This design comes from an exercise in tuning for small area on the open sky130 flow, not from production work.
The RTL was checked by simulation tests, not by an equivalence proof against the original design.
Power is estimated from default activity; no workload was simulated.

## v30
==> flow/design.v <==
module top_fft_iter (
	input  wire        CLK,
	input  wire        RST,
	input  wire        EN,
	input  wire [15:0] i_DATA_R,
	input  wire [15:0] i_DATA_I,
	input  wire        i_WR_DATA,
	input  wire        IN_FIFO_RST,
	output wire        FULL,
	output wire [15:0] o_DATA_R,
	output wire [15:0] o_DATA_I,
	output wire        VALID
);
	localparam S_WAIT = 2'd0, S_RD = 2'd1, S_DLY = 2'd3, S_WR = 2'd2;
	reg  [1:0] state;
	reg  [6:0] counter;
	reg        last_lay;
	wire       busy     = (state != S_WAIT);
	wire       st_rd    = (state == S_RD);
	wire       st_dly   = (state == S_DLY);
	wire       st_wr    = (state == S_WR);
	wire       first_lay;
	always @(posedge CLK) begin
		if (RST)
			state <= S_WAIT;
		else if (EN) begin
			case (state)
				S_WAIT: if (first_lay) state <= S_RD;
				S_RD:   state <= S_DLY;
				S_DLY:  state <= S_WR;
				default: state <= (counter == 7'd82) ? S_WAIT : S_RD;
			endcase
		end
	end
	always @(posedge CLK) begin
		if (!busy)
			counter <= 7'd0;
		else if (st_rd)
			counter <= counter + 7'd1;
	end
	always @(posedge CLK) begin
		if (!busy)
			last_lay <= 1'b0;
		else if (counter == 7'd67)
			last_lay <= 1'b1;
	end
	reg  [5:0] iw, ir;
	reg        ifull, iempty;
	reg        block_reg, first_reg;
	assign first_lay = first_reg | block_reg;
	wire   tmp_full  = first_lay | ifull;
	wire   in_rst    = RST | (IN_FIFO_RST & ~block_reg);
	wire   in_we     = i_WR_DATA & ~tmp_full;
	wire [5:0] iw_next = in_we ? iw + 6'd1 : iw;
	wire   ir_inc    = first_lay & st_rd & ~iempty;
	wire [5:0] ir_next = ir_inc ? ir + 6'd2 : ir;
	always @(posedge CLK) begin
		if (in_rst) begin
			iw     <= 6'd0;
			ir     <= 6'd0;
			ifull  <= 1'b0;
			iempty <= 1'b1;
		end else begin
			iw     <= iw_next;
			ir     <= ir_next;
			ifull  <= (iw_next[5] != ir[5]) && (iw_next[4:0] == ir[4:0]);
			iempty <= (ir_next == iw_next);
		end
	end
	always @(posedge CLK) begin
		if (RST | (iempty & st_wr))
			block_reg <= 1'b0;
		else if (ifull & ~busy)
			block_reg <= 1'b1;
	end
	always @(posedge CLK) begin
		if (RST)
			first_reg <= 1'b0;
		else if (st_rd)
			first_reg <= block_reg;
	end
	assign FULL = tmp_full;
	reg  [4:0] ow;
	reg  [5:0] orp;
	reg        ofull, oempty, oblock, valid_reg;
	wire       ow_inc   = last_lay & st_wr & ~ofull & ~oblock;
	wire [4:0] ow_next  = ow + {4'd0, ow_inc};
	wire [5:0] ow_ptr   = {ow_next[4], 1'b0, ow_next[3:0]};
	wire       o_rd     = oblock & ~oempty;
	wire [5:0] or_next  = orp + {5'd0, o_rd};
	always @(posedge CLK) begin
		if (RST) begin
			ow     <= 5'd0;
			orp    <= 6'd0;
			ofull  <= 1'b0;
			oempty <= 1'b1;
		end else begin
			ow     <= ow_next;
			orp    <= or_next;
			ofull  <= (ow_ptr[5] != orp[5]) && (ow_ptr[4:0] == orp[4:0]);
			oempty <= (or_next == ow_ptr);
		end
	end
	always @(posedge CLK) begin
		if (oempty)
			oblock <= 1'b0;
		else if (ofull)
			oblock <= 1'b1;
	end
	always @(posedge CLK) begin
		if (RST)
			valid_reg <= 1'b0;
		else if (EN)
			valid_reg <= oblock;
	end
	assign VALID = oblock & valid_reg;
	function [4:0] addr_a(input [6:0] s);
		begin
			case (s[6:4])
				3'd1:    addr_a = {s[3:1], 1'b0, s[0]};
				3'd2:    addr_a = {s[3:2], 1'b0, s[1:0]};
				3'd3:    addr_a = {s[3], 1'b0, s[2:0]};
				3'd4:    addr_a = {1'b0, s[3:0]};
				default: addr_a = {s[3:0], 1'b0};
			endcase
		end
	endfunction
	function [4:0] addr_b(input [6:0] s);
		begin
			case (s[6:4])
				3'd1:    addr_b = {s[3:1], 1'b1, s[0]};
				3'd2:    addr_b = {s[3:2], 1'b1, s[1:0]};
				3'd3:    addr_b = {s[3], 1'b1, s[2:0]};
				3'd4:    addr_b = {1'b1, s[3:0]};
				default: addr_b = {s[3:0], 1'b1};
			endcase
		end
	endfunction
	function [3:0] tw_idx(input [6:0] s);
		begin
			case (s[6:4])
				3'd1:    tw_idx = {s[0], 3'd0};
				3'd2:    tw_idx = {s[1:0], 2'd0};
				3'd3:    tw_idx = {s[2:0], 1'b0};
				3'd4:    tw_idx = s[3:0];
				default: tw_idx = 4'd0;
			endcase
		end
	endfunction
	function [15:0] cos_tab(input [3:0] i);
		begin
			case (i)
				4'd0:  cos_tab = 16'h7fff;
				4'd1:  cos_tab = 16'h7d8a;
				4'd2:  cos_tab = 16'h7641;
				4'd3:  cos_tab = 16'h6a6d;
				4'd4:  cos_tab = 16'h5a82;
				4'd5:  cos_tab = 16'h471c;
				4'd6:  cos_tab = 16'h30fb;
				4'd7:  cos_tab = 16'h18f8;
				4'd8:  cos_tab = 16'h0000;
				4'd9:  cos_tab = 16'he707;
				4'd10: cos_tab = 16'hcf04;
				4'd11: cos_tab = 16'hb8e3;
				4'd12: cos_tab = 16'ha57d;
				4'd13: cos_tab = 16'h9592;
				4'd14: cos_tab = 16'h89be;
				default: cos_tab = 16'h8275;
			endcase
		end
	endfunction
	function [15:0] nsin_tab(input [3:0] i);
		begin
			case (i)
				4'd0:  nsin_tab = 16'h0000;
				4'd1:  nsin_tab = 16'he708;
				4'd2:  nsin_tab = 16'hcf05;
				4'd3:  nsin_tab = 16'hb8e4;
				4'd4:  nsin_tab = 16'ha57e;
				4'd5:  nsin_tab = 16'h9593;
				4'd6:  nsin_tab = 16'h89bf;
				4'd7:  nsin_tab = 16'h8276;
				4'd8:  nsin_tab = 16'h8001;
				4'd9:  nsin_tab = 16'h8276;
				4'd10: nsin_tab = 16'h89bf;
				4'd11: nsin_tab = 16'h9593;
				4'd12: nsin_tab = 16'ha57e;
				4'd13: nsin_tab = 16'hb8e4;
				4'd14: nsin_tab = 16'hcf05;
				default: nsin_tab = 16'he708;
			endcase
		end
	endfunction
	function [31:0] bmul(input [15:0] x, input [15:0] y);
		integer i;
		reg b0, b1, b2, ng, one, two;
		reg [17:0] xs, pp;
		reg [31:0] acc;
		begin
			xs  = {{2{x[15]}}, x};
			acc = 32'h55560000;    
			for (i = 0; i < 8; i = i + 1) begin
				b2  = y[2*i+1];
				b1  = y[2*i];
				b0  = (i == 0) ? 1'b0 : y[2*i-1];
				ng  = b2 & ~(b1 & b0);
				one = b1 ^ b0;
				two = (b2 & ~b1 & ~b0) | (~b2 & b1 & b0);
				pp  = ({18{one}} & xs) | ({18{two}} & {xs[16:0], 1'b0});
				pp  = pp ^ {18{ng}};
				acc = acc + ({{14{1'b0}}, ~pp[17], pp[16:0]} << (2*i)) + ({31'd0, ng} << (2*i));
			end
			bmul = acc;
		end
	endfunction
	function [15:0] sat_half(input [17:0] t);
		begin
			if (t[17] == t[16])
				sat_half = t[16:1];
			else
				sat_half = {t[17], {15{t[16]}}};
		end
	endfunction
	reg  [6:0]  h1, h2, h3;
	reg         selq;         
	reg         f0;           
	reg  [3:0]  irq;          
	reg  [31:0] ha, hb;       
	reg  [31:0] rb, ra;       
	reg  [16:0] rre, rim;     
	reg  [31:0] xr, yr;       
	wire        if_rd_now = st_rd & first_lay & ~iempty;
	always @(posedge CLK) begin
		if (RST) begin
			h1 <= 7'd127;
			h2 <= 7'd127;
			h3 <= 7'd127;
		end else if (st_rd) begin
			h1 <= counter;
			h2 <= h1;
			h3 <= h2;
		end
	end
	always @(posedge CLK) begin
		f0 <= if_rd_now;
		if (st_rd) begin
			selq <= block_reg | (counter == 7'd81);
			irq  <= ir[4:1];
		end
	end
	wire [4:0]  if_addr = f0 ? {irq, 1'b1} : ir[4:0];
	wire [4:0]  wr_addr = st_dly ? addr_b(h1) : addr_a(h1);
	wire [31:0] if_rd, wr_rd;
	wire [31:0] hb_d = f0 ? if_rd : hb;
	always @(posedge CLK) begin
		if (if_rd_now) ha <= if_rd;
		if (f0)        hb <= if_rd;
		if (st_dly)    rb <= selq ? hb_d : wr_rd;
		if (st_wr)     ra <= selq ? ha : wr_rd;
	end
	wire [3:0]  ti   = tw_idx(h1);
	wire [15:0] wre  = cos_tab(ti);
	wire [15:0] wim  = nsin_tab(ti);
	reg  [15:0] m1w, m2w;     
	always @(posedge CLK) begin
		if (st_dly) begin
			m1w <= wre;
			m2w <= wim;
		end else if (st_wr) begin
			m1w <= wim;
			m2w <= wre;
		end
	end
	wire [31:0] p1 = bmul(rb[31:16], m1w);
	wire [31:0] p2 = bmul(rb[15:0], m2w);
	wire [16:0] q1 = p1[31:15];
	wire [16:0] q2 = p2[31:15];
	wire [16:0] pr = st_wr ? (q1 - q2) : (q1 + q2);
	always @(posedge CLK) begin
		if (st_wr) rre <= pr;
		if (st_rd) rim <= pr;
	end
	wire        ysel  = st_dly;
	wire [17:0] op_re = ysel ? ~{rre[16], rre} : {rre[16], rre};
	wire [17:0] op_im = ysel ? ~{rim[16], rim} : {rim[16], rim};
	wire [17:0] k12   = {16'd0, ysel, ~ysel};
	wire [17:0] s_re  = {{2{ra[31]}}, ra[31:16]} + op_re + k12;
	wire [17:0] s_im  = {{2{ra[15]}}, ra[15:0]}  + op_im + k12;
	wire [31:0] bf_o  = {sat_half(s_re), sat_half(s_im)};
	always @(posedge CLK) begin
		if (st_dly) yr <= bf_o;
		if (st_wr)  xr <= bf_o;
	end
	wire        h3_wr  = (h3 < 7'd64) | (h3 == 7'd81);
	wire        h3_out = (h3[6:4] == 3'd4);
	wire        wr_we  = h3_wr & ((st_dly & ~RST) | st_wr);
	wire [4:0]  wr_wa  = st_dly ? addr_b(h3) : addr_a(h3);
	wire [31:0] bf_wd  = st_dly ? yr : xr;
	reg  [31:0] ifm [0:31];
	integer m;
	reg  [31:0] wrm [0:31];
	always @(posedge CLK) begin
		if (in_we) begin
			for (m = 31; m > 0; m = m - 1)
				ifm[m] <= ifm[m-1];
			ifm[0] <= {i_DATA_R, i_DATA_I};
		end
	end
	always @(posedge CLK) if (wr_we) wrm[wr_wa] <= bf_wd;
	wire [4:0]  if_pos = ~{if_addr[0], if_addr[1], if_addr[2], if_addr[3], if_addr[4]};
	wire [31:0] if_sel = 32'd1 << if_pos;
	wire [31:0] wr_sel = 32'd1 << wr_addr;
	reg  [31:0] if_rd_r, wr_rd_r;
	integer n;
	always @(*) begin
		if_rd_r = 32'd0;
		wr_rd_r = 32'd0;
		for (n = 0; n < 32; n = n + 1) begin
			if_rd_r = if_rd_r | ({32{if_sel[n]}} & ifm[n]);
			wr_rd_r = wr_rd_r | ({32{wr_sel[n]}} & wrm[n]);
		end
	end
	assign if_rd = if_rd_r;
	assign wr_rd = wr_rd_r;
	reg  [31:0] sx [0:15];
	reg  [31:0] sy [0:15];
	wire        push_x = h3_out & st_wr;
	wire        push_y = h3_out & st_dly & ~RST;
	wire        pop    = o_rd & (orp[4:0] != 5'd0);
	integer k;
	always @(posedge CLK) begin
		if (push_x | pop) begin
			for (k = 15; k > 0; k = k - 1)
				sx[k] <= sx[k-1];
			sx[0] <= pop ? sy[15] : bf_wd;
		end
		if (push_y | pop) begin
			for (k = 15; k > 0; k = k - 1)
				sy[k] <= sy[k-1];
			sy[0] <= bf_wd;
		end
	end
	assign o_DATA_R = sx[15][31:16];
	assign o_DATA_I = sx[15][15:0];
endmodule
==> flow/config.mk <==
export PLATFORM = sky130hd
export DESIGN_NAME = top_fft_iter
export DESIGN_NICKNAME = top_fft_iter
export VERILOG_FILES = /design/flow/design.v
export SDC_FILE = /design/flow/constraint.sdc
export NUM_CORES = 4
export LEC_CHECK = 0
export CAP_MARGIN = 20
export CORE_MARGIN = 2
export CORE_UTILIZATION = 40
export CTS_BUF_LIST = sky130_fd_sc_hd__clkbuf_8
export CTS_CLUSTER_DIAMETER = 60
export CTS_CLUSTER_SIZE = 16
export SLEW_MARGIN = 20
==> flow/constraint.sdc <==
create_clock -name core_clock -period 9.0 [get_ports {CLK}]
set_input_delay 1.8000 -clock core_clock [delete_from_list [all_inputs] [get_ports {CLK}]]
set_output_delay 1.8000 -clock core_clock [all_outputs]
set_load 0.01 [all_outputs]
standard.sh (not shown) runs the stock make flow with config.mk's settings and CLKGATE_MAP_FILE= SYNTH_SCRIPT=/design/flow/synth_recipe.tcl, a recipe that flattens the netlist after the stock synthesis.
==> flow/flow/run.sh <==
#!/bin/bash
# The standard layout (standard.sh: the standard flow's synthesis, floorplan, placement,
# CTS, routing), with one change: clock tree synthesis inserts no dummy
# loads and uses the clustering given here.
set -euo pipefail
export CTS_ARGS="-sink_clustering_enable -repair_clock_nets -dont_use_dummy_load -sink_clustering_size 16 -sink_clustering_max_diameter 60 -buf_list sky130_fd_sc_hd__clkbuf_8"
bash standard.sh > standard.log 2>&1
Input-level comparison between v24 and v30:
--- a/flow/design.v
+++ b/flow/design.v
@@ -297,17 +297,10 @@
 	wire [4:0]  wr_wa  = st_dly ? addr_b(h3) : addr_a(h3);
 	wire [31:0] bf_wd  = st_dly ? yr : xr;
+	wire [4:0]  in_wa = {iw[0], iw[1], iw[2], iw[3], iw[4]};
 	reg  [31:0] ifm [0:31];
-	integer m;
 	reg  [31:0] wrm [0:31];
-	always @(posedge CLK) begin
-		if (in_we) begin
-			for (m = 31; m > 0; m = m - 1)
-				ifm[m] <= ifm[m-1];
-			ifm[0] <= {i_DATA_R, i_DATA_I};
-		end
-	end
+	always @(posedge CLK) if (in_we) ifm[in_wa] <= {i_DATA_R, i_DATA_I};
 	always @(posedge CLK) if (wr_we) wrm[wr_wa] <= bf_wd;
-	wire [4:0]  if_pos = ~{if_addr[0], if_addr[1], if_addr[2], if_addr[3], if_addr[4]};
-	wire [31:0] if_sel = 32'd1 << if_pos;
+	wire [31:0] if_sel = 32'd1 << if_addr;
 	wire [31:0] wr_sel = 32'd1 << wr_addr;
 	reg  [31:0] if_rd_r, wr_rd_r;
Results
Compared with v30, total CTS buffers in v24 increased by a few percent.
Total number of nets in the final design in v24 is about 1.4% higher than in v30
There was hardly any difference in combinational share of power between v30 and v24.
Comparing v24 and v30, the lower first-iteration DRC count was measured on v24.
Summary of v24 over v30: post-synthesis cell area held, number of multi-input logic gates went up 2.8%, global-route wire length before repair went up 20000 µm, clock network power share went up 1.0 points, total detailed-routing wirelength went up 15000 µm.
Compared v24 against v30; core occupancy in the finished layout within noise.

-- what the ideal ports hide --
The results above use ideal ports. As a check the final layouts listed here were re-extracted and re-timed, cells and wires unchanged.
Step 1, drivers: a clkbuf_16 drives CLK and a buf_2 each remaining input, both assumed.
Step 2 times the ports against the registers' clock, not the clock port: input delays grow and output delays shrink by t, the midpoint of the rising clock arrivals with the driver on.
Three values: no drivers, after step 1, after step 2; two values: the first two.
| run | t, ns | setup slack, ns | worst setup path at the end |
|---|---|---|---|
| v30 | 1.043 | 0.506 / 0.506 / 0.506 | register to register |
| v24 | 1.110 | 0.494 / 0.494 / 0.494 | register to register |
After both steps setup and hold are still met in every run listed.
